Source: an optimization exercise on an open RTL-to-GDS flow (aim: small area, a short achievable clock period and few clock cycles). Production flows keep margins and buffers that such runs may drop. At most, simulation tests tie the RTL to the original design; equivalence was not proved. Only the layout flow was run in runs 5 to 8; the RTL was not checked for function there. Power and IR drop assume default switching activity.

## flow/run.sh

```bash
#!/bin/bash
# The standard layout, with the ports buffered by plain buffers instead of the
# delay cells buffer_ports picks by default.
set -euo pipefail
export BUFFER_PORTS_ARGS="-buffer_cell sky130_fd_sc_hd__buf_4"
bash standard.sh > standard.log 2>&1
```

## standard.sh

```bash
#!/bin/bash
# synth_recipe.tcl (not shown) runs the flow's synth.tcl, then flattens the netlist and writes it again
# the make line also repeats each setting of config.mk as NAME=value (left out here)
make -C /OpenROAD-flow-scripts/flow DESIGN_CONFIG=/design/flow/config.mk WORK_HOME=/design/flow/orfs CLKGATE_MAP_FILE= SYNTH_SCRIPT=/design/flow/synth_recipe.tcl "${@:-finish}"
```

## config.mk

```make
export PLATFORM = sky130hd
export DESIGN_NAME = dmc_top
export DESIGN_NICKNAME = dmc_top
export VERILOG_FILES = /design/flow/design.v
export SDC_FILE = /design/flow/constraint.sdc
export NUM_CORES = 4
export LEC_CHECK = 0
export CAP_MARGIN = 20
export CORE_MARGIN = 2
export CORE_UTILIZATION = 40
export CTS_BUF_LIST = sky130_fd_sc_hd__clkbuf_8
export SETUP_SLACK_MARGIN = 2.1
export SLEW_MARGIN = 20
```

## constraint.sdc

```tcl
create_clock -name core_clock -period 5.0 [get_ports {clk_i}]
set_input_delay 1.0000 -clock core_clock [delete_from_list [all_inputs] [get_ports {clk_i}]]
set_output_delay 1.0000 -clock core_clock [all_outputs]
set_load 0.01 [all_outputs]
```

## design.v

```verilog
module dmc_top (
    input         clk_i,
    input         rst_n_i,
    input         start_i,
    input         read_i,
    input         write_i,
    input  [31:0] address_i,
    input  [31:0] data_i,
    output [31:0] data_o,
    output        ready_o,
    output        mem_read_o,
    output        mem_write_o,
    output [31:0] mem_address_o,
    output [31:0] mem_data_o,
    input  [31:0] mem_data_i
);
reg [31:0]  store [0:15];      
reg [27:0]  tag   [0:3];
reg [3:0]   pres  [0:3];       
reg [3:0]   dirty;
reg        busy;               
reg        rdy;                
reg        mrd;                
reg [31:0] dreg;               
reg [31:0] wdat;               
reg        byp;                
reg        nbyp;               
reg        pw_v;
reg [3:0]  pw_a;               
reg        pw_mem;             
reg        pw_dreg;            
reg [27:0] vtag;               
reg [3:0]  ra_a;               
reg        ra_rd;              
reg [3:0]  mm;                 
reg [3:0]  av;                 
reg [1:0]  wp;                 
reg [31:0] mdo;                
reg        owr;                
reg [1:0]  oj;                 
wire [1:0]  idx = address_i[3:2];
wire [1:0]  off = address_i[1:0];
wire [27:0] tg  = address_i[31:4];
wire        req = rdy && start_i && (read_i || write_i);
wire        rd  = read_i;
wire        wr  = !read_i;
wire [3:0]  match;
wire [15:0] asel;
wire [15:0] wsel;
wire [15:0] sel;
genvar g;
generate
    for (g = 0; g < 4; g = g + 1) begin : cmp
        assign match[g] = (tag[g] == tg);
    end
    for (g = 0; g < 16; g = g + 1) begin : dec
        assign asel[g] = address_i[3:0] == g;
        assign wsel[g] = busy && {ra_a[3:2], wp} == g;
        assign sel[g]  = (rdy && asel[g]) || wsel[g];
    end
endgenerate
wire [3:0]  lv, lh, ld, lp;
generate
    for (g = 0; g < 4; g = g + 1) begin : line_state
        assign lv[g] = |pres[g];
        assign lh[g] = lv[g] && match[g];
        assign ld[g] = lv[g] && !match[g] && dirty[g];
        assign lp[g] = lh[g] && pres[g][off];
    end
endgenerate
wire [3:0]  pi      = pres[idx];
wire        dm      = ld[idx];
wire        present = lp[idx];
wire [31:0] wbus = pw_mem ? mem_data_i : pw_dreg ? dreg : wdat;
reg  [31:0] rword;
integer k;
always @(*) begin
    rword = 32'd0;
    for (k = 0; k < 16; k = k + 1)
        rword = rword | ({32{sel[k]}} & store[k]);
end
wire        rfwd   = pw_v && (pw_a == address_i[3:0]);
wire        mfwd   = pw_v && (pw_a == {ra_a[3:2], wp});
wire [3:0]  mi     = ~pi;
wire [1:0]  mij    = mi[0] ? 2'd0 : mi[1] ? 2'd1 : mi[2] ? 2'd2 : 2'd3;
wire [1:0]  mmj    = mm[0] ? 2'd0 : mm[1] ? 2'd1 : mm[2] ? 2'd2 : 2'd3;
wire        wavail = av[wp] || (pw_v && pw_a[1:0] == wp);
wire        last   = owr && oj == 2'd3;
wire        issue_w = !last && mm == 4'd0 && wavail;
wire [1:0]  wp_n   = issue_w ? wp + 2'd1 : wp;
assign ready_o       = rdy;
assign data_o        = ({32{byp}} & mem_data_i) | ({32{nbyp}} & dreg);
assign mem_read_o    = (rdy && start_i && read_i) || mrd;
assign mem_write_o   = owr;
assign mem_address_o = ({32{rdy}} & address_i) | ({32{busy}} & {vtag, ra_a[3:2], oj});
assign mem_data_o    = mdo;
always @(posedge clk_i) begin
    if (pw_v)
        store[pw_a] <= wbus;
    if (req && rd)
        dreg <= rfwd ? wbus : rword;
    else if (byp)
        dreg <= mem_data_i;
    if (req && wr)
        wdat <= data_i;
    mdo <= mfwd ? wbus : rword;
    byp  <= req && rd && !present;
    nbyp <= !(req && rd && !present);
    pw_v <= 1'b0;
    if (!busy) begin
        vtag <= tag[idx];
        ra_a <= address_i[3:0];
        ra_rd <= rd;
        av   <= pi;
        mrd  <= req && dm && mi != 4'd0;
        owr  <= 1'b0;
        oj   <= mij;
        mm   <= mi & ~(4'd1 << mij);
        wp   <= 2'd0;
    end
    if (req) begin
        tag[idx] <= tg;
        pw_a   <= address_i[3:0];
        pw_mem <= rd;
        pw_dreg <= 1'b0;
        if (dm) begin
            busy <= 1'b1;
            rdy  <= 1'b0;
        end else
            pw_v <= wr || !present;
        for (k = 0; k < 4; k = k + 1)
            if (idx == k) begin
                pres[k]  <= (lh[k] ? pres[k] : 4'd0) | (4'd1 << off);
                dirty[k] <= (lh[k] && dirty[k]) || wr;
            end
    end
    if (busy) begin
        if (pw_v)
            av[pw_a[1:0]] <= 1'b1;
        if (mrd) begin
            pw_v   <= 1'b1;
            pw_a   <= {ra_a[3:2], oj};
            pw_mem <= 1'b1;
        end
        wp   <= wp_n;
        if (last) begin
            busy   <= 1'b0;
            rdy    <= 1'b1;
            mrd    <= 1'b0;
            owr    <= 1'b0;
            pw_v   <= 1'b1;
            pw_a   <= ra_a;
            pw_mem <= 1'b0;
            pw_dreg <= ra_rd;
        end else if (mm != 4'd0) begin
            mrd    <= 1'b1;
            owr    <= 1'b0;
            oj     <= mmj;
            mm     <= mm & ~(4'd1 << mmj);
        end else begin
            mrd    <= 1'b0;
            owr    <= issue_w;
            oj     <= wp;
        end
    end
    if (!rst_n_i) begin
        busy <= 1'b0;
        rdy  <= 1'b1;
        mrd  <= 1'b0;
        byp  <= 1'b0;
        nbyp <= 1'b1;
        pw_v <= 1'b0;
        owr  <= 1'b0;
        for (k = 0; k < 4; k = k + 1)
            pres[k] <= 4'd0;
    end
end
endmodule
```

==> impl_metrics.json, run 1 <==
{
  "max_slew_margin": 0.252,
  "synth_ff_type": "edfxtp_1",
  "worst_slew_pin_slew_ns": 1.12,
  "vdd_drop_max_uv": 284,
  "fp.dieH_um": 288,
  "switching_share": 0.248,
  "finClkSkew_ns": 0.0446,
  "yosysUniqueCellTypes": 60,
  "track_usage": 0.241,
  "pwr-share-comb": 0.092,
  "powerDensity_nw_per_um2": 381,
  "setup_viol": 0,
  "placed_area_sq_um": 35200,
  "drv_slew": 0,
  "clock_path_buffers": 3,
  "place_congestion": 0.844,
  "clock_latency_ns": 0.79,
  "dpl.hpwl_mm": 58.5,
  "drc": 0,
  "holdWs_ns": 0.384,
  "rows": 103,
  "syn_inst": 2026,
  "yosys_warnings": 2,
  "worst-setup-path-type": "register to output pin",
  "first_pass_iters": 7,
  "fin_area_sq_um": 38500,
  "top_usage_layer": "met2",
  "met2_usage": 0.361,
  "syn-num-nets": 2131,
  "power.switching_mw": 3.64,
  "clk_pin_slew_ns": 0.06,
  "cts.sinks": 798,
  "p_leak_nw": 13.1,
  "antenna_found_initial": 6,
  "rsz0062_at_grt": "yes",
  "wl_mm": 102,
  "routedWlPerCell_um": 29.2,
  "antenna_left": 0,
  "drive_above_1_share": 0.251,
  "max_cap_violations": 0,
  "path_max_fanout": 5,
  "vias": 20497,
  "drt_iter0_drc": 2559,
  "h-tree-depth": 4,
  "clock_power_share": 0.381,
  "yosysSeqAreaShare": 0.722,
  "synth-edff-count": 725,
  "status": "complete, no violations",
  "start_kind": "register",
  "grt_pass1_wl_mm": 143,
  "die-area_sq_um": 82700,
  "gr-usage-met1": 0.332,
  "cts_buffers": 136,
  "critical_path_required_ns": 4.00,
  "nNetsFinal": 2431,
  "vias_per_cell": 5.89,
  "post-route-period-util": 0.573,
  "port_buffers": 199,
  "arrival_ns": 1.86,
  "io_pins": 200,
  "grt.overflow.total": 0,
  "clock-root-buffer": "clkbuf_8",
  "finalHoldViolations": 0,
  "grt_pass1_vias": 20524,
  "ys_ff_latch": 798,
  "die_x_um": 288,
  "start_util": 0.406,
  "p_seq_frac": 0.527,
  "power.internal_mw": 11.1,
  "worstHoldPathType": "input pin to register",
  "timing.setup.tns_ns": 0,
  "grtUsageMet3": 0.0760,
  "core_sq_um": 79300,
  "min_period_ns": 2.86,
  "postCtsHoldBufs": 0,
  "critPathCaptureType": "output pin",
  "cts_tree": "built",
  "ys_async_sr_fraction": 0,
  "area_growth_pct": 19.8,
  "syn-cell-area_sq_um": 32200,
  "max_freq_mhz": 349,
  "grt_max_degree": 59,
  "synth_area_per_cell_sq_um": 15.9
}
## metrics by stage
step | setup WS [ns] | util | power (mW) | cells
floorplan | 1.98 | - | 8.51 | 2026
CTS | 1.99 | 0.482 | 14.7 | 3458
global placement | 1.10 | 0.443 | 9.12 | 3191
global route | 2.09 | 0.486 | 15.2 | 3480
finish | 2.14 | 0.486 | 14.7 | 3481
detailed placement | 1.13 | 0.444 | 9.14 | 3193
## cell type report
type	count	area (sq um)
antenna	4	10.0
clock buffer	149	2050
clock inverter	90	500
fill	6751	40700
inverter	41	154
multi-input combinational	1046	8480
sequential	798	23300
tap	1050	1310
timing repair buffer	303	2770
## layer usage
metal / vias up / share of wire
li1: 8723 / -
met3: 172 / 0.11
met2: 1280 / 0.45
met5: - / 0
met4: 0 / 0.024
met1: 10322 / 0.41
## power by group through the flow
stage | sequential [mW] | clock [mW] | combinational [mW]
2_1_floorplan | 7.82 | 0 | 0.695
3_3_place_gp | 7.88 | 0 | 1.24
5_1_grt | 7.76 | 5.96 | 1.44
3_5_place_dp | 7.89 | 0 | 1.26
4_1_cts | 7.74 | 5.68 | 1.32
6_report | 7.74 | 5.60 | 1.35
## state kept, by name, indices dropped and copies added (netlist names), 16 cells and up
| name | count |
|---|---|
| dreg | 32 |
| mdo | 32 |
| pres | 16 |
| store | 512 |
| tag | 112 |
| vtag | 28 |
| wdat | 32 |
## path summary, 6_finish.rpt
path	start	endpoint	depth (start not counted)	slack, ns
setup / recovery	rdy	mem_address_o[25]	4	2.14
hold / removal	data_i[7]	wdat[7]	1	0.38
setup reg to reg	ra_a[3]	dreg[1]	8	2.15
hold reg to reg	av[0]	av[0]	2	0.49
## layout by cell type, fill, tap and decap left out, drive strengths merged, types with 4 or more instances in the layout
master / instances
a32oi: 6
nand2: 82
o21a: 6
clkinvlp: 6
nor3: 26
mux4: 36
xnor2: 70
mux2: 27
nand2b: 14
mux2i: 59
a21oi: 42
a31oi: 5
bufinv: 4
a221oi: 49
ha: 4
diode: 4
inv: 86
o21ai: 50
clkinv: 35
edfxtp: 725
nor2: 86
o22ai: 19
buf: 296
clkbuf: 154
nor4: 20
nand4: 50
nand3: 8
dfxtp: 73
nand3b: 4
a22o: 113
xor2: 51
a22oi: 172
and4: 12
and3: 8
## cells by family after synthesis
group / Yosys count / share of synthesized area
simple gates: 322 / 0.0507
buf+inv: 184 / 0.0264
fa+ha+maj: 4 / 0.00156
xor+xnor: 121 / 0.0329
compound gates: 475 / 0.113
flops: 798 / 0.722
mux: 122 / 0.0530
## cell usage after synthesis (3+ instances only)
cell type  count  share of area
buf_4         21         0.0049
nor2_1        86          0.010
a32oi_1        6         0.0016
buf_6          4         0.0014
ha_1           4         0.0016
xnor2_1       70          0.019
a21oi_1       42         0.0065
xor2_1        51          0.014
nand4_1       50         0.0097
buf_1         11         0.0013
edfxtp_1     725           0.68
nand2_1       82         0.0096
mux2_2        27         0.0095
o22ai_1        9         0.0018
mux4_2        36          0.025
o21ai_1       26         0.0040
mux2i_1       59          0.018
nand3_1        6        0.00093
inv_1         40         0.0047
o21a_1         6         0.0014
clkbuf_1      67         0.0078
a221oi_1      49          0.013
buf_2         40         0.0062
a22oi_1      172          0.040
o21ai_0       24         0.0037
a22o_1       113          0.031
nor4_1        20         0.0039
nor3_1        25         0.0039
and3_1         8         0.0016
o22ai_2        7         0.0027
nand3b_1       3        0.00070
a31oi_1        5        0.00097
and4_1        12         0.0033
dfxtp_1       73          0.045
nand2b_1      13         0.0025
## what timing repair did
| item | in CTS | in global routing |
|---|---|---|
| resized for setup | 23 | 16 |
| setup endpoints to repair | 167 | 104 |
| pin swaps | 5 | 8 |
| setup buffers | 21 | 14 |
| cloned | 5 | 5 |
## critical path: stages, from the launching register on
cell and delay (ns):
dfxtp_4 0.37, buf_12 0.15, buf_12 0.14, a22o_1 0.25, buf_4 0.16
Testbench counts, summed over its fixed seeds: cycles 8,771.
==> inputs of run 2 (changes only) <==
--- a/config.mk
+++ b/config.mk
@@ -8,6 +8,8 @@
 export CAP_MARGIN = 20
 export CORE_MARGIN = 2
 export CORE_UTILIZATION = 40
-export CTS_BUF_LIST = sky130_fd_sc_hd__clkbuf_8
+export CTS_BUF_LIST = sky130_fd_sc_hd__clkbuf_16
+export CTS_CLUSTER_DIAMETER = 70
+export CTS_CLUSTER_SIZE = 30
 export SETUP_SLACK_MARGIN = 2.1
 export SLEW_MARGIN = 20
==> run 2 against run 1 <==
  * Setup slack got worse by 0.079 ns
  * Sequential share of layout area rose by 1.6 points
  * Clock power fell by 19%
  * Combinational power barely moved
  * Power fell by 7.6%
  * Fmax fell by 2.7%
  * Design area fell by 2.6%
  * Utilization fell by 1.3 points
  * Synthesized cell count did not move
  * Worst hold slack improved by 0.11 ns
  * First-iteration DRC count fell by 3.3%
  * Via count fell by 2.8%
  * Critical path type unchanged
  * Critical endpoint is now mem_read_o
  * Largest cell class unchanged
  * Largest power group unchanged
==> impl_metrics.json, run 2 <==
{
  "met3WireLength_mm": 9.91,
  "yosysSeqAreaShare": 0.722,
  "wl_mm": 98.0,
  "arrival_ns": 1.94,
  "worst-setup-path-type": "register to output pin",
  "h-tree-depth": 2,
  "status": "complete, no violations",
  "vias_per_cell": 5.99,
  "start_kind": "register",
  "grt_max_degree": 59,
  "grt_pass1_vias": 19569,
  "critical_path_required_ns": 4.00,
  "multiInputGateArea_sq_um": 8480,
  "vias": 19920,
  "die-area_sq_um": 82700,
  "max_cap_violations": 0,
  "largest_register": "store",
  "place_ws_ns": 1.13,
  "dpl.hpwl_mm": 58.5,
  "syn_inst": 2026,
  "dr_wl_met2_mm": 44.3,
  "startpoint": "rdy",
  "antenna_left": 0,
  "cts.sinks": 798,
  "track_usage": 0.232,
  "nNetsFinal": 2338,
  "clk_pin_slew_ns": 0.10,
  "max_slew_margin": 0.288,
  "syn-num-nets": 2131,
  "crit_chain": "buf_12, nand3_4, buf_8, nand2_1, buf_4",
  "fp.dieH_um": 288,
  "register_area_sq_um": 23200,
  "holdWs_ns": 0.493,
  "drt-met1-wl_mm": 41.2,
  "critPathMaxStageDelay_ns": 0.41,
  "p_leak_nw": 12.4,
  "core_sq_um": 79300,
  "io_pins": 200,
  "drv_slew": 0,
  "hp-start": "av[0]",
  "ys_async_sr_fraction": 0,
  "drive_above_1_share": 0.226,
  "rsz0062_at_grt": "yes",
  "yosysUniqueCellTypes": 60,
  "reg.largest.list": "store (512), tag (112)",
  "critPathCaptureType": "output pin",
  "drc": 0,
  "cpMaxStageDelayCell": "dfxtp_4",
  "worst_slack_ns": 2.06,
  "synth-edff-count": 725,
  "highest_layer": "met4",
  "routedWlPerCell_um": 29.5,
  "yosysTopAreaCell": "edfxtp_1",
  "die_x_um": 288,
  "final_common_cell": "edfxtp_1",
  "worstHoldPathType": "register to register",
  "synth_area_per_cell_sq_um": 15.9,
  "syn-cell-area_sq_um": 32200,
  "grt.overflow.total": 0,
  "ys_top_cells_by_count": "edfxtp_1 (725), a22oi_1 (172), a22o_1 (113)",
  "timing.setup.tns_ns": 0,
  "path_max_fanout": 46,
  "cp_top_family": "buffers and inverters",
  "setup_viol": 0,
  "most-common-layout-cells": "edfxtp_1 (725), buf_4 (272), a22oi_1 (172), a22o_1 (112), nand2_1 (77)",
  "port_buffers": 199,
  "rows": 103,
  "synth_ff_type": "edfxtp_1",
  "drt_iter0_drc": 2474,
  "max_freq_mhz": 340,
  "finalHoldViolations": 0,
  "area_growth_pct": 16.6,
  "clock-root-buffer": "clkbuf_16",
  "finClkSkew_ns": 0.0487,
  "synthTopCellsByArea": "edfxtp_1 (68%), dfxtp_1 (4.5%), a22oi_1 (4.0%)",
  "ys_ff_latch": 798,
  "vdd_drop_max_uv": 364,
  "worst_slew_pin_slew_ns": 1.06,
  "powerDensity_nw_per_um2": 362,
  "antenna_found_initial": 4,
  "cts_tree": "built",
  "post-route-period-util": 0.588,
  "cts_buffers": 46,
  "largest_register_ff_count": 512,
  "worstReg2RegStart": "pw_a[3]",
  "fin_area_sq_um": 37500,
  "clock_path_buffers": 3,
  "start_util": 0.406,
  "final_core_util": 0.473,
  "fill_cells": 6761,
  "place_congestion": 0.844,
  "synth_most_common_cell": "edfxtp_1",
  "clock_latency_ns": 0.65,
  "first_pass_iters": 5,
  "netlist.area_leader.share": 0.677,
  "min_period_ns": 2.94,
  "grt_pass1_wl_mm": 139,
  "yosys_warnings": 2,
  "placed_area_sq_um": 35200,
  "critPathBufInv": 3
}
## run 2: cell counts after synthesis
Identical to the previous run, type by type.
## run 2: final cells by class
type	count	share of cell area
diodes	3	0.000200
clock buffers	46	0.0307
clock inverters	39	0.0150
inverters	41	0.00410
multi-input cells	1047	0.226
flip-flops and latches	798	0.620
well taps	1050	0.0350
repair buffers	299	0.0691
## run 2: cells by family (layout without fill, tap and decap cells)
logic type / count (synthesis) / in the layout / synth area share
AND/OR/NAND/NOR: 322 / 324 / 0.0507
buffers and inverters: 184 / 425 / 0.0264
multiplexers: 122 / 122 / 0.0530
flip-flops: 798 / 798 / 0.722
XOR/XNOR: 121 / 121 / 0.0329
other: 0 / 3 / 0
AO/OA/AOI/OAI: 475 / 476 / 0.113
adder cells (fa/ha/maj): 4 / 4 / 0.00156
## run 2: worst paths after layout
path         slack, ns      endpoint  cells after the start
max               2.06    mem_read_o                      5
min               0.49         av[0]                      2
max reg2reg       2.14  store[13][9]                      3
min reg2reg       0.49         av[0]                      2
## run 2: metal layers
| metal | GRT usage | up-vias |
|---|---|---|
| li1 | - | 8498 |
| met1 | 0.328 | 10193 |
| met2 | 0.357 | 1075 |
| met3 | 0.0587 | 154 |
| met4 | 0.0632 | 0 |
| met5 | 0 | - |
## run 2: repair_timing
action | in CTS | in global routing
gates resized for setup | 19 | 16
hold buffers | 0 | 0
gates cloned | 3 | 2
pin swaps | 9 | 6
setup endpoints to repair | 184 | 70
buffers inserted | 18 | 19
## run 2: worst register-to-register path, delay by kind of cell, from the launching register on
kind	cells	cell delay (ns)
buffers and inverters	1	0.50
DFF	1	0.74
and+or+nand+nor	2	1.27
## run 2: power breakdown
group	leakage, nW	internal, mW	switching, mW
Sequential	7.24	7.59	0.140
Combinational	4.30	0.487	0.833
Clock	0.821	1.92	2.60
Total	12.4	10.0	3.57
## run 2: through the flow
stage	total power [mW]	cells
2_1_floorplan	8.51	2026
3_3_place_gp	9.12	3191
3_5_place_dp	9.14	3193
4_1_cts	13.6	3299
5_1_grt	14.0	3322
6_report	13.6	3323
==> inputs of run 3 (changes only) <==
--- a/config.mk
+++ b/config.mk
@@ -9,7 +9,7 @@
 export CORE_MARGIN = 2
 export CORE_UTILIZATION = 40
 export CTS_BUF_LIST = sky130_fd_sc_hd__clkbuf_16
-export CTS_CLUSTER_DIAMETER = 70
-export CTS_CLUSTER_SIZE = 30
-export SETUP_SLACK_MARGIN = 2.1
+export CTS_CLUSTER_DIAMETER = 60
+export CTS_CLUSTER_SIZE = 24
+export SETUP_SLACK_MARGIN = 2.3
 export SLEW_MARGIN = 20
==> run 3 against run 2 <==
  * Critical endpoint is now store[7][19]
  * Utilization up 1.6 points
  * Register-to-register slack improved by 0.07 ns
  * Critical path type is now register to register
  * Clock power increased by 18%
  * Sequential power about the same
  * Highest routed layer is now met5
  * Power rose by 6.4%
  * Die area unchanged
  * Sequential share of layout area decreased by 2.1 points
==> impl_metrics.json, run 3 <==
{
  "status": "complete, no violations",
  "vdd_drop_max_uv": 266,
  "vias": 19919,
  "core_sq_um": 79300,
  "syn-num-nets": 2131,
  "area_growth_pct": 20.6,
  "met2_usage": 0.355,
  "start_util": 0.406,
  "final-instance-count-excl-fill": 3391,
  "setup_viol": 0,
  "finClkSkew_ns": 0.0475,
  "arrival_ns": 3.10,
  "gr-usage-met1": 0.327,
  "syn-cell-area_sq_um": 32200,
  "synth_ff_type": "edfxtp_1",
  "clk_pin_slew_ns": 0.09,
  "timing.setup.tns_ns": 0,
  "placed_area_sq_um": 35400,
  "yosysSeqAreaShare": 0.722,
  "yosysUniqueCellTypes": 60,
  "vias_per_cell": 5.87,
  "powerDensity_nw_per_um2": 372,
  "die-area_sq_um": 82700,
  "drc": 0,
  "finalHoldViolations": 0,
  "dpl.hpwl_mm": 56.4,
  "cp_top_family": "simple AND/OR/NAND/NOR gates",
  "critical_path_required_ns": 5.31,
  "grt_max_degree": 46,
  "finalPower_mw": 14.4,
  "worstHoldPathType": "register to register",
  "clock-root-buffer": "clkbuf_16",
  "syn_inst": 2026,
  "h-tree-depth": 2,
  "place_congestion": 0.834,
  "antenna_cells": 0,
  "cts.sinks": 798,
  "ys_ff_latch": 798,
  "die_x_um": 288,
  "critPathBufInv": 1,
  "netlist.area_leader.share": 0.677,
  "nNetsFinal": 2397,
  "largest_register_ff_count": 512,
  "crit_chain": "nand2b_1, nor2_4, buf_4",
  "track_usage": 0.229,
  "cts_buffers": 58,
  "antenna_found_initial": 2,
  "ys_async_sr_fraction": 0,
  "path_max_fanout": 22,
  "drv_slew": 0,
  "largest_register": "store",
  "rsz0062_at_grt": "yes",
  "final_common_cell": "edfxtp_1",
  "synth_most_common_cell": "edfxtp_1",
  "worst_slew_pin_slew_ns": 1.08,
  "fin_area_sq_um": 38800,
  "fp.dieH_um": 288,
  "grt_pass1_vias": 19675,
  "cts_tree": "built",
  "cpMaxStageDelayCell": "nor2_4",
  "yosys_warnings": 2,
  "rows": 103,
  "grt.overflow.total": 0,
  "holdWs_ns": 0.482,
  "max_cap_violations": 0,
  "grtUsageMet3": 0.0508,
  "first_pass_iters": 5,
  "synthTopCellsByArea": "edfxtp_1 (68%), dfxtp_1 (4.5%), a22oi_1 (4.0%)",
  "min_period_ns": 2.79,
  "start_kind": "register",
  "dp.cells": 3199,
  "wl_mm": 96.8,
  "antenna_left": 0,
  "critPathCaptureType": "register",
  "reg.largest.list": "store (512), tag (112)",
  "routedWlPerCell_um": 28.5,
  "synth_area_per_cell_sq_um": 15.9,
  "ys_top_cells_by_count": "edfxtp_1 (725), a22oi_1 (172), a22o_1 (113)",
  "p_leak_nw": 13.1,
  "port_buffers": 199,
  "clock_latency_ns": 0.66,
  "worst-setup-path-type": "register to register",
  "max_freq_mhz": 359,
  "critPathMaxStageDelay_ns": 0.90,
  "post-route-period-util": 0.557,
  "io_pins": 200,
  "grt_pass1_wl_mm": 138,
  "drt_iter0_drc": 2278,
  "max_slew_margin": 0.278,
  "top_usage_layer": "met2",
  "yosysTopAreaCell": "edfxtp_1",
  "synth-edff-count": 725,
  "postCtsHoldBufs": 0,
  "drive_above_1_share": 0.264,
  "most-common-layout-cells": "edfxtp_1 (725), buf_4 (305), a22oi_1 (154), a22o_1 (110), nand2_1 (75)",
  "clock_path_buffers": 3
}
[run 3: cell counts after synthesis]
Identical to the previous run, type by type.
[run 3: report_power, final]
part | switching (mW) | total, mW | internal (mW)
combinational | 0.868 | 1.41 | 0.538
clock | 2.67 | 5.33 | 2.67
sequential | 0.106 | 7.70 | 7.59
[run 3: area by class of cell]
type / count / area [sq um]
clock buffer: 58 / 1450
timing repair buffer: 347 / 3150
inverter: 41 / 154
clock inverter: 51 / 734
sequential: 798 / 23300
multi-input combinational: 1046 / 8750
tap: 1050 / 1310
fill: 6596 / 40400
[run 3: routing by layer]
metal / vias up / routed length [um] / part of all wire
met5: - / 16 / 0.00017
met4: 2 / 2460 / 0.025
met3: 151 / 9930 / 0.10
met2: 1083 / 44100 / 0.46
met1: 10047 / 40200 / 0.42
li1: 8636 / - / -
[run 3: worst paths after layout]
path | to | cells after the start | start | slack [ns]
setup / recovery | store[7][19] | 3 | pw_a[2] | 2.21
setup reg to reg | store[7][19] | 3 | pw_a[2] | 2.21
hold reg to reg | av[0] | 2 | av[0] | 0.48
hold / removal | av[0] | 2 | av[0] | 0.48
[run 3: cells by family (layout without fill, tap and decap cells)]
family                   Yosys count  count (layout)  synth area share
AO/OA/AOI/OAI                    475             476             0.113
buffers and inverters            184             497            0.0264
XOR/XNOR                         121             121            0.0329
flip-flops                       798             798             0.722
multiplexers                     122             122            0.0530
adder cells (fa/ha/maj)            4               4           0.00156
AND/OR/NAND/NOR                  322             323            0.0507
[run 3: what timing repair did]
item / 4_1_cts / 5_1_grt
pin swaps: 15 / 9
buffers inserted: 46 / 28
setup endpoints to repair: 224 / 99
resized for setup: 38 / 25
gates cloned: 7 / 2
[run 3: worst register-to-register path, stage by stage, from the launching register on]
cell	delay, ns
dfxtp_1	0.71
nand2b_1	0.38
nor2_4	0.90
buf_4	0.44
[run 3: stage by stage]
step           worst slack, ns  utilization
5_1_grt                   2.11        0.490
6_report                  2.21        0.490
3_3_place_gp              1.21        0.446
3_5_place_dp              1.19        0.447
2_1_floorplan             2.20            -
4_1_cts                   2.22        0.485
==> inputs of run 4 (changes only) <==
--- a/config.mk
+++ b/config.mk
@@ -11,5 +11,5 @@
 export CTS_BUF_LIST = sky130_fd_sc_hd__clkbuf_16
 export CTS_CLUSTER_DIAMETER = 60
 export CTS_CLUSTER_SIZE = 24
-export SETUP_SLACK_MARGIN = 2.3
+export SETUP_SLACK_MARGIN = 2.1
 export SLEW_MARGIN = 20
==> run 4 against run 3 <==
  * Routed wire length up 2.5%
  * Fmax down 3.2%
  * Count of clock-buffer cells in the layout up 2
  * Non-clock buffer count down 42
  * Critical path type is now register to output pin
  * Utilization down 0.87 points
  * Still clean
==> impl_metrics.json, run 4 <==
{
  "multiInputGateArea_sq_um": 8460,
  "ys_top_cells_by_count": "edfxtp_1 (725), a22oi_1 (172), a22o_1 (113)",
  "place_congestion": 0.844,
  "rows": 103,
  "nNetsFinal": 2357,
  "switching_share": 0.262,
  "yosys_warnings": 2,
  "worst_slew_pin_slew_ns": 1.14,
  "syn-num-nets": 2131,
  "grt_pass1_wl_mm": 139,
  "drc": 0,
  "max_slew_margin": 0.240,
  "min_period_ns": 2.88,
  "yosysSeqAreaShare": 0.722,
  "critPathCaptureType": "output pin",
  "reg.largest.list": "store (512), tag (112)",
  "ys_ff_latch": 798,
  "netlist.area_leader.share": 0.677,
  "wl_mm": 99.2,
  "antenna_left": 0,
  "synth-edff-count": 725,
  "synth_area_per_cell_sq_um": 15.9,
  "grt_max_degree": 59,
  "first_pass_iters": 6,
  "critical_path_required_ns": 4.00,
  "most-common-layout-cells": "edfxtp_1 (725), buf_4 (276), a22oi_1 (172), a22o_1 (112), nand2_1 (78)",
  "pwr-share-comb": 0.092,
  "power.internal_mw": 10.7,
  "synth_most_common_cell": "edfxtp_1",
  "clock_power_share": 0.373,
  "rsz0062_at_grt": "yes",
  "cts_buffers": 60,
  "status": "complete, no violations",
  "timing.setup.tns_ns": 0,
  "largest_register": "store",
  "vdd_drop_max_uv": 347,
  "start_kind": "register",
  "dpl.hpwl_mm": 58.5,
  "syn_inst": 2026,
  "finalHoldViolations": 0,
  "clk_pin_slew_ns": 0.08,
  "power.switching_mw": 3.78,
  "post-route-period-util": 0.576,
  "vias": 20076,
  "cts_tree": "built",
  "worstHoldPathType": "register to register",
  "max_freq_mhz": 347,
  "fill_cells": 6727,
  "finalPower_mw": 14.5,
  "path_max_fanout": 18,
  "die-area_sq_um": 82700,
  "drv_slew": 0,
  "drive_above_1_share": 0.236,
  "h-tree-depth": 2,
  "area_growth_pct": 18.5,
  "vias_per_cell": 5.98,
  "largest_register_ff_count": 512,
  "syn-cell-area_sq_um": 32200,
  "io_pins": 200,
  "yosysUniqueCellTypes": 60,
  "p_seq_frac": 0.535,
  "grt.overflow.total": 0,
  "setup_viol": 0,
  "yosysTopAreaCell": "edfxtp_1",
  "grt_pass1_vias": 19626,
  "drt_iter0_drc": 2432,
  "start_util": 0.406,
  "synth_ff_type": "edfxtp_1",
  "port_buffers": 199,
  "track_usage": 0.233,
  "worst-setup-path-type": "register to output pin",
  "antenna_found_initial": 4,
  "max_cap_violations": 0,
  "p_leak_nw": 12.7,
  "place_ws_ns": 1.13,
  "worst_slack_ns": 2.12,
  "fp.dieH_um": 288,
  "arrival_ns": 1.88,
  "die_x_um": 288,
  "clock_latency_ns": 0.68,
  "routedWlPerCell_um": 29.6,
  "clock-root-buffer": "clkbuf_16",
  "register_area_sq_um": 23200,
  "clock_path_buffers": 3,
  "finClkSkew_ns": 0.0307,
  "final_common_cell": "edfxtp_1",
  "synthTopCellsByArea": "edfxtp_1 (68%), dfxtp_1 (4.5%), a22oi_1 (4.0%)",
  "powerDensity_nw_per_um2": 379,
  "postCtsHoldBufs": 0,
  "core_sq_um": 79300,
  "ys_async_sr_fraction": 0,
  "cts.sinks": 798
}
==> run 4: cell types whose count changed in the layout (fill, tap and decap cells not counted), moves of 7 or more <==
cell,delta
buf_4,-29
a22oi_1,+18
a22oi_2,-18
clkinv_8,+8
mux2_2,+13
buf_6,-7
mux2_4,-13
==> run 4: per-layer routing <==
metal / global-route usage / up-vias / wire length (um)
met3: 0.0568 / 140 / 10200
met4: 0.0655 / 0 / 2360
met1: 0.331 / 10279 / 41800
li1: - / 8564 / -
met2: 0.357 / 1093 / 44800
met5: 0 / - / 0
==> run 4: logic make-up (layout without fill, tap and decap cells) <==
logic type | Yosys count | in the layout | share of synthesized area
flip-flops | 798 | 798 | 0.722
buffers and inverters | 184 | 460 | 0.0264
AO/OA/AOI/OAI | 475 | 476 | 0.113
multiplexers | 122 | 122 | 0.0530
AND/OR/NAND/NOR | 322 | 323 | 0.0507
XOR/XNOR | 121 | 121 | 0.0329
adder cells (fa/ha/maj) | 4 | 4 | 0.00156
other | 0 | 3 | 0
==> run 4: cell type report <==
cell class                 instances  area share
antenna                            3    0.000197
clock buffer                      60      0.0394
clock inverter                    54      0.0196
inverter                          41     0.00404
multi-input combinational       1046       0.222
sequential                       798       0.610
tap                             1050      0.0345
timing repair buffer             305      0.0706
==> run 4: worst max-delay path, cell delays in order, from the launching register on <==
cell     delay, ns
dfxtp_4       0.64
a22o_2        0.39
buf_4         0.17
==> run 4: path summary, 6_finish.rpt <==
path,start,to,slack (ns),cells past startpoint
worst min register to register,av[2],av[2],0.48,2
worst max-delay path,byp,data_o[26],2.12,2
worst max register to register,pw_a[2],store[15][27],2.17,3
worst min-delay path,av[2],av[2],0.48,2
==> run 4: power by group through the flow <==
stage | clock network, mW | logic (mW) | registers [mW]
2_1_floorplan | 0 | 0.695 | 7.82
3_3_place_gp | 0 | 1.24 | 7.88
3_5_place_dp | 0 | 1.26 | 7.89
4_1_cts | 5.47 | 1.29 | 7.73
5_1_grt | 5.69 | 1.43 | 7.75
6_report | 5.39 | 1.34 | 7.73
==> run 4: metrics by stage <==
stage	util	instance area [sq um]	hold WS (ns)	std cells
floorplan	-	32200	0.439	2026
global placement	0.443	35200	0.455	3191
detailed placement	0.444	35200	0.461	3193
CTS	0.477	37800	0.457	3328
global route	0.481	38100	0.476	3356
finish	0.481	38100	0.478	3357
==> run 4: repair_timing <==
| action | CTS | global route |
|---|---|---|
| gates resized for setup | 22 | 8 |
| setup buffers | 18 | 23 |
| cloned | 3 | 3 |
| endpoints found under the setup margin | 184 | 70 |
| pin swaps | 10 | 7 |
==> inputs of run 5 (changes only) <==
--- a/design.v
+++ b/design.v
@@ -44,6 +44,8 @@
 wire        req = rdy && start_i && (read_i || write_i);
 wire        rd  = read_i;
 wire        wr  = !read_i;
+wire [27:0] ti = tag[idx];
+wire        tmatch = ti == tg;
 wire [3:0]  match;
 wire [15:0] asel;
 wire [15:0] wsel;
@@ -51,7 +53,7 @@
 genvar g;
 generate
     for (g = 0; g < 4; g = g + 1) begin : cmp
-        assign match[g] = (tag[g] == tg);
+        assign match[g] = tmatch;    
     end
     for (g = 0; g < 16; g = g + 1) begin : dec
         assign asel[g] = address_i[3:0] == g;
@@ -108,7 +110,7 @@
     nbyp <= !(req && rd && !present);
     pw_v <= 1'b0;
     if (!busy) begin
-        vtag <= tag[idx];
+        vtag <= ti;
         ra_a <= address_i[3:0];
         ra_rd <= rd;
         av   <= pi;
==> run 5 against run 4 <==
  * Fmax grew 1.5%
  * Synthesized cell count shrank 6.2%
  * Count of clock-buffer cells in the layout shrank 4
  * Clock skew is essentially flat
  * Largest power group unchanged
==> impl_metrics.json, run 5 <==
{
  "finalPower_mw": 14.0,
  "die-area_sq_um": 80000,
  "final_core_util": 0.475,
  "worst_slack_ns": 2.16,
  "clock_power_share": 0.350,
  "switching_share": 0.250,
  "io_pins": 200,
  "syn-cell-area_sq_um": 31100,
  "grt_pass1_wl_mm": 126,
  "final-instance-count-excl-fill": 3222,
  "clock_path_buffers": 3,
  "p_seq_frac": 0.553,
  "vias_per_cell": 5.82,
  "syn_inst": 1901,
  "dp.cells": 3078,
  "clk_pin_slew_ns": 0.07,
  "reg.largest.list": "store (512), tag (112)",
  "antenna_left": 0,
  "crit_chain": "buf_6, inv_1, o21ai_0, buf_4",
  "powerDensity_nw_per_um2": 383,
  "die_x_um": 283,
  "port_buffers": 199,
  "place_ws_ns": 0.861,
  "p_leak_nw": 12.2,
  "cts_buffers": 55,
  "finalHoldViolations": 0,
  "core_sq_um": 77200,
  "power.switching_mw": 3.51,
  "worstHoldPathType": "register to register",
  "pwr-share-comb": 0.097,
  "max_slew_margin": 0.280,
  "yosysUniqueCellTypes": 60,
  "ys_async_sr_fraction": 0,
  "rsz0062_at_grt": "yes",
  "power.internal_mw": 10.5,
  "fin_area_sq_um": 36700,
  "fp.dieH_um": 283,
  "grt_pass1_vias": 18440,
  "largest_register_ff_count": 512,
  "timing.setup.tns_ns": 0,
  "yosys_warnings": 2,
  "cts.sinks": 798,
  "clock-root-buffer": "clkbuf_16",
  "min_period_ns": 2.84,
  "antenna_found_initial": 3,
  "post-route-period-util": 0.568,
  "start_util": 0.403,
  "max_freq_mhz": 352,
  "most-common-layout-cells": "edfxtp_1 (725), buf_4 (275), a22oi_1 (160), a22o_1 (111), nand2_1 (86)",
  "worst_slew_pin_slew_ns": 1.08,
  "start_kind": "input pin",
  "first_pass_iters": 8,
  "place_congestion": 0.810,
  "ys_ff_latch": 798,
  "yosysTopAreaCell": "edfxtp_1",
  "max_cap_violations": 0,
  "wl_mm": 88.1,
  "holdWs_ns": 0.467,
  "area_growth_pct": 17.9,
  "yosysSeqAreaShare": 0.747,
  "drc": 0,
  "h-tree-depth": 2,
  "synth_ff_type": "edfxtp_1",
  "arrival_ns": 1.84,
  "critPathMaxStageDelay_ns": 0.25,
  "worst-setup-path-type": "input pin to output pin",
  "drive_above_1_share": 0.240,
  "largest_register": "store",
  "cts_tree": "built",
  "synth_area_per_cell_sq_um": 16.4,
  "vias": 18754,
  "final_common_cell": "edfxtp_1",
  "netlist.area_leader.share": 0.700,
  "status": "complete, no violations",
  "path_max_fanout": 26,
  "cpMaxStageDelayCell": "buf_6",
  "grt.overflow.total": 0,
  "syn-num-nets": 2006,
  "setup_viol": 0,
  "critical_path_required_ns": 4.00,
  "nNetsFinal": 2240,
  "track_usage": 0.217,
  "grt_max_degree": 60,
  "synth_most_common_cell": "edfxtp_1",
  "drv_slew": 0,
  "finClkSkew_ns": 0.0306,
  "critPathCaptureType": "output pin",
  "placed_area_sq_um": 34200,
  "rows": 102,
  "clock_latency_ns": 0.64,
  "dpl.hpwl_mm": 51.0,
  "vdd_drop_max_uv": 288,
  "ys_top_cells_by_count": "edfxtp_1 (725), a22oi_1 (160), a22o_1 (111)",
  "synthTopCellsByArea": "edfxtp_1 (70%), dfxtp_1 (4.7%), a22oi_1 (3.9%)",
  "drt_iter0_drc": 2148,
  "synth-edff-count": 725,
  "routedWlPerCell_um": 27.3
}
==> run 5: cell count changes in the layout (fill, tap and decap cells not counted), moves of 7 or more <==
cell and delta:
a22oi_1 -12, a31oi_1 +10, buf_12 -8, clkinv_8 -8, inv_1 +8, nand2_1 +8, nand3_1 +7, nand4_1 -14
nor2_1 -11, nor4_1 -17, o22ai_1 +7, xnor2_1 -37, xor2_1 -50
==> run 5: critical path: cells and delay by family <==
family	cells	cell delay (ns)
AOI/OAI and AO/OA	1	0.21
buffers and inverters	3	0.59
==> run 5: path summary, 6_finish.rpt <==
path | startpoint | to | slack, ns | cells after the start
worst max register to register | pw_a[3] | store[14][1] | 2.19 | 3
worst max-delay path | address_i[3] | mem_address_o[3] | 2.16 | 4
worst min-delay path | av[3] | av[3] | 0.47 | 2
worst min register to register | av[3] | av[3] | 0.47 | 2
==> run 5: metal layers <==
layer / GRT usage / part of all wire / vias up / wire length, um
met2: 0.355 / 0.48 / 825 / 42600
met5: 0 / 0.00015 / - / 13
li1: - / - / 8164 / -
met1: 0.296 / 0.41 / 9648 / 36200
met3: 0.0447 / 0.083 / 115 / 7340
met4: 0.0577 / 0.022 / 2 / 1930
==> run 5: cell families (layout without fill, tap and decap cells) <==
family	count (synthesis)	in the layout	synth area share
adder cells (fa/ha/maj)	4	4	0.00161
multiplexers	127	127	0.0565
XOR/XNOR	34	34	0.00957
flip-flops	798	798	0.747
AND/OR/NAND/NOR	289	290	0.0461
other	0	2	0
AO/OA/AOI/OAI	482	483	0.116
buffers and inverters	167	444	0.0233
==> run 5: power by group through the flow <==
stage,Clock (mW),Sequential (mW),Combinational [mW]
after floorplan,0,7.86,0.726
after global placement,0,7.91,1.28
after detailed placement,0,7.92,1.30
after CTS,4.99,7.76,1.34
after global routing,5.24,7.78,1.47
final,4.91,7.76,1.36
==> run 5: final cells by class <==
cell class	count	area [sq um]
Tap cell	1040	1300
Antenna cell	2	5.00
Inverter	49	191
Multi-Input combinational cell	938	7550
Fill cell	6530	40500
Sequential cell	798	23200
Clock buffer	56	1400
Clock inverter	46	563
Timing Repair Buffer	293	2400
==> run 5: what timing repair did <==
action / in CTS / in global routing
pin swaps: 10 / 1
buffers inserted: 32 / 4
setup endpoints to repair: 232 / 25
gates cloned: 1 / 2
hold buffers: 0 / 0
resized for setup: 21 / 15
==> inputs of run 6 (changes only) <==
--- a/config.mk
+++ b/config.mk
@@ -11,5 +11,5 @@
 export CTS_BUF_LIST = sky130_fd_sc_hd__clkbuf_16
 export CTS_CLUSTER_DIAMETER = 60
 export CTS_CLUSTER_SIZE = 24
-export SETUP_SLACK_MARGIN = 2.1
+export SETUP_SLACK_MARGIN = 2.0
 export SLEW_MARGIN = 20
==> run 6 against run 5 <==
  * Still clean
  * Combinational power about the same
  * Utilization up 0.097 points
  * Synthesized cell count did not move
  * Sequential cell count did not move
  * Critical path depth fell by 1
  * Power is 3.6% higher
  * Die area unchanged
  * Global-route usage decreased by 0.54 points
  * Routed wire length fell by 3.1%
  * Largest power group unchanged
==> impl_metrics.json, run 6 <==
{
  "core_sq_um": 77200,
  "synth_area_per_cell_sq_um": 16.4,
  "drt_iter0_drc": 2164,
  "grt_max_degree": 60,
  "cts_tree": "built",
  "grt_pass1_vias": 18452,
  "critPathMaxStageDelay_ns": 0.41,
  "worstHoldPathType": "register to register",
  "post-route-period-util": 0.588,
  "ys_top_cells_by_count": "edfxtp_1 (725), a22oi_1 (160), a22o_1 (111)",
  "clock-root-buffer": "clkbuf_16",
  "netlist.area_leader.share": 0.700,
  "worst_slew_pin_slew_ns": 1.11,
  "track_usage": 0.212,
  "max_cap_violations": 0,
  "fp.dieH_um": 283,
  "synthTopCellsByArea": "edfxtp_1 (70%), dfxtp_1 (4.7%), a22oi_1 (3.9%)",
  "yosysSeqAreaShare": 0.747,
  "cp_top_family": "buffers and inverters",
  "drv_slew": 0,
  "placed_area_sq_um": 34300,
  "yosys_warnings": 2,
  "vias_per_cell": 5.81,
  "h-tree-depth": 2,
  "antenna_left": 0,
  "io_pins": 200,
  "path_max_fanout": 59,
  "timing.setup.tns_ns": 0,
  "antenna_cells": 0,
  "yosysUniqueCellTypes": 60,
  "worst_slack_ns": 2.06,
  "crit_chain": "buf_6, a22o_1, buf_4",
  "die_x_um": 283,
  "critical_path_required_ns": 4.00,
  "finalPower_mw": 14.5,
  "clock_path_buffers": 3,
  "dpl.hpwl_mm": 50.7,
  "cpMaxStageDelayCell": "buf_6",
  "min_period_ns": 2.94,
  "max_freq_mhz": 340,
  "ys_ff_latch": 798,
  "most-common-layout-cells": "edfxtp_1 (725), buf_4 (257), a22oi_1 (160), a22o_1 (111), nand2_1 (88)",
  "cts_buffers": 61,
  "clk_pin_slew_ns": 0.08,
  "yosysTopAreaCell": "edfxtp_1",
  "syn-cell-area_sq_um": 31100,
  "clock_latency_ns": 0.68,
  "rsz0062_at_grt": "yes",
  "synth-edff-count": 725,
  "finClkSkew_ns": 0.0302,
  "vdd_drop_max_uv": 294,
  "start_kind": "register",
  "arrival_ns": 1.94,
  "largest_register_ff_count": 512,
  "postCtsHoldBufs": 0,
  "wl_mm": 85.3,
  "fin_area_sq_um": 36700,
  "p_leak_nw": 12.2,
  "drc": 0,
  "vias": 18643,
  "place_ws_ns": 0.842,
  "synth_most_common_cell": "edfxtp_1",
  "first_pass_iters": 5,
  "synth_ff_type": "edfxtp_1",
  "worst-setup-path-type": "register to output pin",
  "critPathBufInv": 2,
  "port_buffers": 199,
  "area_growth_pct": 18.1,
  "status": "complete, no violations",
  "grt.overflow.total": 0,
  "final_common_cell": "edfxtp_1",
  "ys_async_sr_fraction": 0,
  "rows": 102,
  "syn_inst": 1901,
  "routedWlPerCell_um": 26.6,
  "antenna_found_initial": 1,
  "drive_above_1_share": 0.236,
  "powerDensity_nw_per_um2": 396,
  "start_util": 0.403,
  "finalHoldViolations": 0,
  "setup_viol": 0,
  "max_slew_margin": 0.260,
  "grt_pass1_wl_mm": 125,
  "cts.sinks": 798,
  "critPathCaptureType": "output pin",
  "syn-num-nets": 2006,
  "nNetsFinal": 2224,
  "reg.largest.list": "store (512), tag (112)",
  "place_congestion": 0.820,
  "largest_register": "store",
  "die-area_sq_um": 80000
}
[run 6: cell count changes in the layout (fill, tap and decap cells not counted), sizes merged, moves of 4 or more]
cell | before | now
buf | 291 | 273
inv | 64 | 80
clkinv | 21 | 15
clkbuf | 58 | 62
[run 6: area by class of cell]
cell class,count,area [sq um]
clock inverters,52,737
repair buffers,273,2210
well taps,1040,1300
flip-flops and latches,798,23200
fillers,6491,40500
inverters,49,184
clock buffers,62,1550
multi-input cells,936,7510
[run 6: timing repair]
| item | in CTS | in global routing |
|---|---|---|
| pin swaps | 5 | 2 |
| gates resized for setup | 19 | 12 |
| setup buffers | 8 | 5 |
| cloned | 0 | 0 |
| setup endpoints to repair | 166 | 21 |
[run 6: final timing paths]
kind / from / end / slack, ns / cells past startpoint
worst max-delay path: busy / mem_address_o[17] / 2.06 / 3
worst min-delay path: ra_rd / pw_dreg / 0.47 / 2
worst max register to register: wp[1] / dreg[21] / 2.14 / 10
worst min register to register: ra_rd / pw_dreg / 0.47 / 2
[run 6: logic make-up after synthesis]
family / count (synthesis) / share of synthesized area
buffers and inverters: 167 / 0.0233
multiplexers: 127 / 0.0565
XOR/XNOR: 34 / 0.00957
flip-flops: 798 / 0.747
adder cells (fa/ha/maj): 4 / 0.00161
AND/OR/NAND/NOR: 289 / 0.0461
AO/OA/AOI/OAI: 482 / 0.116
[run 6: worst reg2reg max path, cell delays in order (launching register included)]
cell and delay, ns:
dfxtp_2 0.44, inv_1 0.09, ha_1 0.22, nand2_1 0.19
o22ai_4 0.19, buf_4 0.30, a22o_1 0.28, a221oi_1 0.36
and4_1 0.33, mux2_2 0.17, o21ai_1 0.05
[run 6: where the power goes]
group / internal (mW) / total (mW) / switching [mW]
registers: 7.63 / 7.74 / 0.106
logic: 0.494 / 1.35 / 0.851
clock network: 2.62 / 5.46 / 2.84
[run 6: per-stage QoR]
step | util | hold WS [ns] | cells
global placement | 0.442 | 0.451 | 3078
CTS | 0.475 | 0.460 | 3205
detailed placement | 0.444 | 0.456 | 3083
global route | 0.476 | 0.469 | 3210
finish | 0.476 | 0.472 | 3210
floorplan | - | 0.439 | 1901
[run 6: routing by layer]
metal	vias up	GRT usage	wire (um)
li1	8117	-	-
met1	9557	0.304	36100
met2	864	0.338	40200
met3	105	0.0366	7530
met4	0	0.0471	1550
met5	-	0	0
==> inputs of run 7 (changes only) <==
--- a/config.mk
+++ b/config.mk
@@ -11,5 +11,5 @@
 export CTS_BUF_LIST = sky130_fd_sc_hd__clkbuf_16
 export CTS_CLUSTER_DIAMETER = 60
 export CTS_CLUSTER_SIZE = 24
-export SETUP_SLACK_MARGIN = 2.0
+export SETUP_SLACK_MARGIN = 2.3
 export SLEW_MARGIN = 20
==> run 7 against run 6 <==
  * Routed wire length rose by 7.5%
  * Setup slack better by 0.23 ns
  * Worst hold slack gained 0.0073 ns
  * Final cell count rose by 1.9%
  * Critical path type unchanged
  * Clock power decreased by 7.0%
  * Combinational power is 12% higher
  * Sequential share of layout area decreased by 2.1 points
  * Register-to-register slack improved by 0.19 ns
  * Via count grew 2.7%
  * Non-clock buffer count is 63 higher
  * Utilization grew 1.6 points
  * Still clean on timing, DRC and antenna
  * Count of clock-buffer cells in the layout is 3 lower
==> impl_metrics.json, run 7 <==
{
  "synth_most_common_cell": "edfxtp_1",
  "io_pins": 200,
  "powerDensity_nw_per_um2": 377,
  "syn-cell-area_sq_um": 31100,
  "crit_chain": "buf_12, buf_6, buf_6, a22o_4, buf_6",
  "core_sq_um": 77200,
  "nNetsFinal": 2289,
  "rows": 102,
  "track_usage": 0.224,
  "port_buffers": 199,
  "critPathMaxStageDelay_ns": 0.37,
  "syn-num-nets": 2006,
  "timing.setup.tns_ns": 0,
  "r2r_slack_ns": 2.33,
  "setup_viol": 0,
  "antenna_found_initial": 2,
  "grt_pass1_vias": 18787,
  "postCtsHoldBufs": 0,
  "holdWs_ns": 0.479,
  "wl_mm": 91.7,
  "dpl.hpwl_mm": 53.5,
  "fill_cells": 6382,
  "worst_slew_pin_slew_ns": 1.12,
  "most-common-layout-cells": "edfxtp_1 (725), buf_4 (268), a22oi_1 (147), a22o_1 (102), nand2_1 (83)",
  "grt_pass1_wl_mm": 130,
  "min_period_ns": 2.71,
  "power.internal_mw": 10.7,
  "drc": 0,
  "synth_ff_type": "edfxtp_1",
  "drv_slew": 0,
  "critPathBufInv": 4,
  "drt_iter0_drc": 1980,
  "routedWlPerCell_um": 28.0,
  "cts.sinks": 798,
  "start_util": 0.403,
  "path_max_fanout": 6,
  "yosysTopAreaCell": "edfxtp_1",
  "pwr-share-comb": 0.105,
  "finClkSkew_ns": 0.0362,
  "final_common_cell": "edfxtp_1",
  "rsz0062_at_grt": "yes",
  "cp_top_family": "buffers and inverters",
  "finalHoldViolations": 0,
  "synthTopCellsByArea": "edfxtp_1 (70%), dfxtp_1 (4.7%), a22oi_1 (3.9%)",
  "clock_power_share": 0.354,
  "post-route-period-util": 0.543,
  "max_cap_violations": 0,
  "area_growth_pct": 22.2,
  "max_freq_mhz": 369,
  "yosysSeqAreaShare": 0.747,
  "cts_tree": "built",
  "clock_path_buffers": 3,
  "place_congestion": 0.807,
  "reg.largest.list": "store (512), tag (112)",
  "vdd_drop_max_uv": 280,
  "fp.dieH_um": 283,
  "cts_buffers": 57,
  "antenna_cells": 0,
  "crit_top_cell": "buf_6",
  "critPathCaptureType": "output pin",
  "worstHoldPathType": "register to register",
  "clk_pin_slew_ns": 0.09,
  "worstRegToRegCells": 4,
  "status": "complete, no violations",
  "yosysUniqueCellTypes": 60,
  "die_x_um": 283,
  "antenna_left": 0,
  "netlist.area_leader.share": 0.700,
  "crit_cells": 5,
  "ys_ff_latch": 798,
  "grt.overflow.total": 0,
  "p_seq_frac": 0.541,
  "die-area_sq_um": 80000,
  "switching_share": 0.252,
  "hold_depth": 2,
  "drive_above_1_share": 0.277,
  "ys_async_sr_fraction": 0,
  "syn_inst": 1901,
  "power.switching_mw": 3.61,
  "clock-root-buffer": "clkbuf_16",
  "vias_per_cell": 5.85,
  "cpMaxStageDelayCell": "dfxtp_4",
  "critical_path_required_ns": 4.00,
  "vias": 19154,
  "max_slew_margin": 0.254,
  "h-tree-depth": 2,
  "clock_latency_ns": 0.66,
  "synth_area_per_cell_sq_um": 16.4,
  "largest_register": "store",
  "largest_register_ff_count": 512,
  "yosys_warnings": 2,
  "first_pass_iters": 5,
  "ys_top_cells_by_count": "edfxtp_1 (725), a22oi_1 (160), a22o_1 (111)",
  "start_kind": "register",
  "worst-setup-path-type": "register to output pin",
  "arrival_ns": 1.71,
  "synth-edff-count": 725,
  "p_leak_nw": 12.8,
  "grt_max_degree": 37
}
[run 7: cell counts after synthesis]
Identical to the previous run, type by type.
[run 7: power by group through the flow]
stage	combinational, mW	clock, mW	sequential (mW)
after detailed placement	1.36	0	7.91
final	1.51	5.08	7.75
after global placement	1.33	0	7.91
after CTS	1.46	5.16	7.75
after global routing	1.61	5.38	7.77
after floorplan	0.767	0	7.86
[run 7: metal layers]
metal	global-route usage	routed length, um	share of wire
met1	0.313	38500	0.42
met2	0.361	43200	0.47
met3	0.0373	7200	0.079
met4	0.0667	2800	0.031
met5	0	0	0
[run 7: cells by family (layout without fill, tap and decap cells)]
logic type,Yosys count,count (layout),synth area share
XOR/XNOR,34,34,0.00957
AO/OA/AOI/OAI,482,484,0.116
adder cells (fa/ha/maj),4,4,0.00161
flip-flops,798,798,0.747
AND/OR/NAND/NOR,289,289,0.0461
multiplexers,127,127,0.0565
buffers and inverters,167,496,0.0233
[run 7: worst min-delay path: cells and delay by family (launching register included)]
| kind | cells | cell delay [ns] |
|---|---|---|
| AOI/OAI and AO/OA | 1 | 0.07 |
| DFF | 1 | 0.32 |
| buffers and inverters | 1 | 0.05 |
[run 7: metrics by stage]
stage	power [mW]	setup WS, ns	cell area, sq um	cells	utilization
floorplan	8.62	2.08	31700	1901	-
global placement	9.24	1.06	34500	3085	0.447
detailed placement	9.27	1.00	34600	3089	0.448
CTS	14.4	2.17	37500	3244	0.486
global route	14.8	2.22	38000	3272	0.492
finish	14.3	2.29	38000	3272	0.492
[run 7: path summary, 6_finish.rpt]
| check | start | end |
|---|---|---|
| max | rdy | mem_address_o[1] |
| max reg2reg | pw_a[1] | store[9][2] |
| min reg2reg | av[3] | av[3] |
| min | av[3] | av[3] |
[run 7: final cells by class]
class                   instances  area (sq um)  area share
repair inverters                4          30.0    0.000790
inverters                      49           199     0.00523
clock inverters                48           586      0.0154
multi-input cells             938          7880       0.207
repair buffers                336          3290      0.0864
clock buffers                  59          1480      0.0388
flip-flops and latches        798         23300       0.612
well taps                    1040          1300      0.0342
[run 7: timing repair]
item | 4_1_cts | 5_1_grt
resized for setup | 60 | 39
endpoints found under the hold margin | 0 | 0
gates cloned | 11 | 5
endpoints found under the setup margin | 456 | 136
pin swaps | 22 | 22
setup buffers | 37 | 23
==> inputs of run 8 (changes only) <==
--- a/design.v
+++ b/design.v
@@ -27,6 +27,7 @@
 reg        nbyp;               
 reg        pw_v;
 reg [3:0]  pw_a;               
+reg [15:0] pwe;                
 reg        pw_mem;             
 reg        pw_dreg;            
 reg [27:0] vtag;               
@@ -44,8 +45,6 @@
 wire        req = rdy && start_i && (read_i || write_i);
 wire        rd  = read_i;
 wire        wr  = !read_i;
-wire [27:0] ti = tag[idx];
-wire        tmatch = ti == tg;
 wire [3:0]  match;
 wire [15:0] asel;
 wire [15:0] wsel;
@@ -53,7 +52,7 @@
 genvar g;
 generate
     for (g = 0; g < 4; g = g + 1) begin : cmp
-        assign match[g] = tmatch;    
+        assign match[g] = (tag[g] == tg);
     end
     for (g = 0; g < 16; g = g + 1) begin : dec
         assign asel[g] = address_i[3:0] == g;
@@ -97,8 +96,9 @@
 assign mem_address_o = ({32{rdy}} & address_i) | ({32{busy}} & {vtag, ra_a[3:2], oj});
 assign mem_data_o    = mdo;
 always @(posedge clk_i) begin
-    if (pw_v)
-        store[pw_a] <= wbus;
+    for (k = 0; k < 16; k = k + 1)
+        if (pwe[k])
+            store[k] <= wbus;
     if (req && rd)
         dreg <= rfwd ? wbus : rword;
     else if (byp)
@@ -109,8 +109,9 @@
     byp  <= req && rd && !present;
     nbyp <= !(req && rd && !present);
     pw_v <= 1'b0;
+    pwe  <= 16'd0;
     if (!busy) begin
-        vtag <= ti;
+        vtag <= tag[idx];
         ra_a <= address_i[3:0];
         ra_rd <= rd;
         av   <= pi;
@@ -128,8 +129,10 @@
         if (dm) begin
             busy <= 1'b1;
             rdy  <= 1'b0;
-        end else
+        end else begin
             pw_v <= wr || !present;
+            pwe  <= (wr || !present) ? asel : 16'd0;
+        end
         for (k = 0; k < 4; k = k + 1)
             if (idx == k) begin
                 pres[k]  <= (lh[k] ? pres[k] : 4'd0) | (4'd1 << off);
@@ -141,6 +144,7 @@
             av[pw_a[1:0]] <= 1'b1;
         if (mrd) begin
             pw_v   <= 1'b1;
+            pwe    <= 16'd1 << {ra_a[3:2], oj};
             pw_a   <= {ra_a[3:2], oj};
             pw_mem <= 1'b1;
         end
@@ -151,6 +155,7 @@
             mrd    <= 1'b0;
             owr    <= 1'b0;
             pw_v   <= 1'b1;
+            pwe    <= 16'd1 << ra_a;
             pw_a   <= ra_a;
             pw_mem <= 1'b0;
             pw_dreg <= ra_rd;
@@ -172,6 +177,7 @@
         byp  <= 1'b0;
         nbyp <= 1'b1;
         pw_v <= 1'b0;
+        pwe  <= 16'd0;
         owr  <= 1'b0;
         for (k = 0; k < 4; k = k + 1)
             pres[k] <= 4'd0;
--- a/config.mk
+++ b/config.mk
@@ -11,5 +11,5 @@
 export CTS_BUF_LIST = sky130_fd_sc_hd__clkbuf_16
 export CTS_CLUSTER_DIAMETER = 60
 export CTS_CLUSTER_SIZE = 24
-export SETUP_SLACK_MARGIN = 2.3
+export SETUP_SLACK_MARGIN = 2.4
 export SLEW_MARGIN = 20
==> run 8 against run 7 <==
  * Clock power fell by 9.4%
  * First-iteration DRC count rose by 57%
  * Power down 2.6%
==> impl_metrics.json, run 8 <==
{
  "final_core_util": 0.501,
  "worst_slew_pin_slew_ns": 0.983,
  "postCtsHoldBufs": 0,
  "status": "complete, no violations",
  "nNetsFinal": 2488,
  "antenna_found_initial": 4,
  "ys_async_sr_fraction": 0,
  "max_cap_violations": 0,
  "worst-setup-path-type": "register to output pin",
  "r2r-end": "dreg[12]",
  "timing.setup.tns_ns": 0,
  "vias": 21737,
  "largest_register": "store",
  "grt_max_degree": 39,
  "reg.largest.list": "store (512), tag (112)",
  "grt_pass1_vias": 20832,
  "max_freq_mhz": 361,
  "place_congestion": 0.843,
  "die_x_um": 290,
  "vdd_drop_max_uv": 268,
  "syn_inst": 2084,
  "area_growth_pct": 23.4,
  "start_kind": "register",
  "fp.dieH_um": 290,
  "synth_area_per_cell_sq_um": 15.7,
  "finalHoldViolations": 0,
  "finClkSkew_ns": 0.0449,
  "io_pins": 200,
  "clock_latency_ns": 0.66,
  "fill_cells": 6668,
  "max_slew_margin": 0.344,
  "drc": 0,
  "crit_top_cell": "buf_12",
  "yosys_warnings": 3,
  "synthTopCellsByArea": "edfxtp_1 (66%), dfxtp_1 (5.4%), a22o_1 (3.8%)",
  "rows": 104,
  "netlist.area_leader.share": 0.664,
  "powerDensity_nw_per_um2": 345,
  "die-area_sq_um": 84200,
  "critPathMaxStageDelay_ns": 0.38,
  "syn-num-nets": 2189,
  "wl_mm": 111,
  "clock_path_buffers": 3,
  "track_usage": 0.255,
  "start_util": 0.406,
  "final_common_cell": "edfxtp_1",
  "drv_slew": 0,
  "clk_pin_slew_ns": 0.08,
  "post-route-period-util": 0.554,
  "ys_ff_latch": 814,
  "routedWlPerCell_um": 31.9,
  "worstRegToRegCells": 10,
  "h-tree-depth": 2,
  "yosysUniqueCellTypes": 59,
  "yosysTopAreaCell": "edfxtp_1",
  "most-common-layout-cells": "edfxtp_1 (725), buf_4 (266), a22o_1 (129), a22oi_1 (125), xnor2_1 (89)",
  "first_pass_iters": 5,
  "antenna_left": 0,
  "drt_iter0_drc": 3109,
  "critPathCaptureType": "output pin",
  "grt.overflow.total": 0,
  "critical_path_required_ns": 4.00,
  "cts.sinks": 814,
  "p_leak_nw": 13.8,
  "port_buffers": 199,
  "synth-edff-count": 725,
  "syn-cell-area_sq_um": 32800,
  "drive_above_1_share": 0.307,
  "synth_ff_type": "edfxtp_1",
  "crit_path_end": "mem_address_o[14]",
  "core_sq_um": 80800,
  "rsz0062_at_grt": "yes",
  "dpl.hpwl_mm": 61.9,
  "synth_most_common_cell": "edfxtp_1",
  "vias_per_cell": 6.24,
  "path_max_fanout": 5,
  "hold_depth": 2,
  "setup_viol": 0,
  "grt_pass1_wl_mm": 155,
  "yosysSeqAreaShare": 0.719,
  "cts_buffers": 51,
  "arrival_ns": 1.77,
  "largest_register_ff_count": 512,
  "ys_top_cells_by_count": "edfxtp_1 (725), a22oi_1 (162), a22o_1 (144)",
  "startpoint": "rdy",
  "worstReg2RegStart": "ra_a[2]",
  "cts_tree": "built",
  "clock-root-buffer": "clkbuf_16",
  "worstHoldPathType": "register to register",
  "crit_chain": "buf_12, buf_12, buf_16, a22o_1, buf_4",
  "min_period_ns": 2.77,
  "r2r_slack_ns": 2.31,
  "cpMaxStageDelayCell": "dfxtp_4"
}
==> run 8: cell count changes in the layout (fill, tap and decap cells not counted), sizes merged, moves of 9 or more <==
cell   previous run  this run
nor2             73        54
xnor2            33       114
o21ai            55        31
buf             332       384
a22o            111       145
mux2             30         0
o22ai            27        36
dfxtp            73        89
nand4            36        71
a21oi            43        65
==> run 8: timing repair <==
| item | in CTS | in global routing |
|---|---|---|
| endpoints found under the setup margin | 344 | 128 |
| buffers inserted | 79 | 35 |
| gates resized for setup | 172 | 92 |
| pin swaps | 63 | 63 |
| cloned | 18 | 3 |
==> run 8: layout make-up <==
type / instances / area (sq um) / share of cell area
inverters: 42 / 158 / 0.00390
well taps: 1060 / 1330 / 0.0328
clock inverters: 42 / 433 / 0.0107
flip-flops and latches: 814 / 23600 / 0.583
repair buffers: 393 / 4050 / 0.100
clock buffers: 52 / 1300 / 0.0322
multi-input cells: 1081 / 9580 / 0.237
diodes: 2 / 5.00 / 0.000124
==> run 8: report_power, final <==
group          internal [mW]  switching (mW)  leakage, nW  total (mW)
Clock                   2.08            2.52        0.858        4.60
Combinational          0.623           0.934         5.60        1.56
Sequential              7.69           0.126         7.39        7.81
Total                   10.4            3.58         13.8        14.0
==> run 8: critical path, delay by kind of cell, from the launching register on <==
family                 cells  cell delay, ns
AO/OA/AOI/OAI              1            0.21
buffers and inverters      4            0.56
flip-flops                 1            0.38
==> run 8: through the flow <==
stage / cell area, sq um / hold WS, ns / setup WS, ns / total power, mW / instances
6_report: 40500 / 0.514 / 2.23 / 14.0 / 3486
5_1_grt: 40500 / 0.507 / 2.19 / 14.3 / 3486
4_1_cts: 39600 / 0.503 / 2.21 / 13.9 / 3446
3_5_place_dp: 35900 / 0.497 / 0.963 / 9.26 / 3255
3_3_place_gp: 35900 / 0.473 / 1.15 / 9.23 / 3254
2_1_floorplan: 33600 / 0.439 / 2.26 / 8.65 / 2084
==> run 8: layer usage <==
metal / GRT usage / routed length (um)
met5: 0 / 0
met4: 0.0874 / 3610
met3: 0.0456 / 11500
met2: 0.401 / 51900
met1: 0.358 / 44300
==> run 8: worst min path at each step <==
stage / from / to / slack (ns)
final: av[0] / av[0] / 0.51
after CTS: data_i[11] / wdat[11] / 0.50
after detailed placement: av[0] / av[0] / 0.50
after floorplan: ra_rd / pw_dreg / 0.44
after global routing: data_i[27] / wdat[27] / 0.51
after global placement: av[0] / av[0] / 0.47
==> run 8: logic make-up after synthesis <==
group           synth area share
xor+xnor                  0.0346
flops                      0.719
simple gates              0.0556
mux                       0.0438
buf+inv                   0.0288
fa+ha+maj                0.00153
compound gates             0.117

## separate check: timing with driven ports
The flow's constraints put no driver on any port. The routed layouts listed below were extracted and timed again, unchanged, in two steps. Step 1: set_driving_cell puts a clkbuf_16 on clk_i and a buf_2 on each other input, an assumption about the parent block. Step 2 moves the port delays by t, midway between the first and last clock arrival at a register: inputs arrive t later, outputs are due t later. That takes back most of the time a late clock gives input paths. Three values: ideal ports, drivers, drivers and shift; two values: the first two.
run	shift t [ns]	setup slack, ns	worst hold slack (ns)	worst setup path at the end
run 1	0.837	2.137 / 2.073 / 1.392	0.384 / 0.352 / 0.492	input to register
run 2	0.690	2.058 / 1.993 / 1.575	0.493 / 0.493 / 0.493	input to register
run 3	0.706	2.213 / 2.213 / 1.663	0.482 / 0.478 / 0.482	input to register
run 4	0.724	2.119 / 2.054 / 1.517	0.478 / 0.467 / 0.478	input to register
run 5	0.692	2.161 / 2.125 / 1.521	0.467 / 0.467 / 0.467	input to register
run 6	0.728	2.061 / 1.996 / 1.336	0.472 / 0.462 / 0.472	input to register
run 7	0.707	2.287 / 2.138 / 1.432	0.479 / 0.479 / 0.479	input to register
run 8	0.690	2.232 / 2.172 / 1.692	0.514 / 0.498 / 0.514	input to register
After both steps every run listed still meets setup and hold. The setup slack of run 7, which loses most, moves by -0.149 ns with the drivers and by -0.855 ns with both steps.
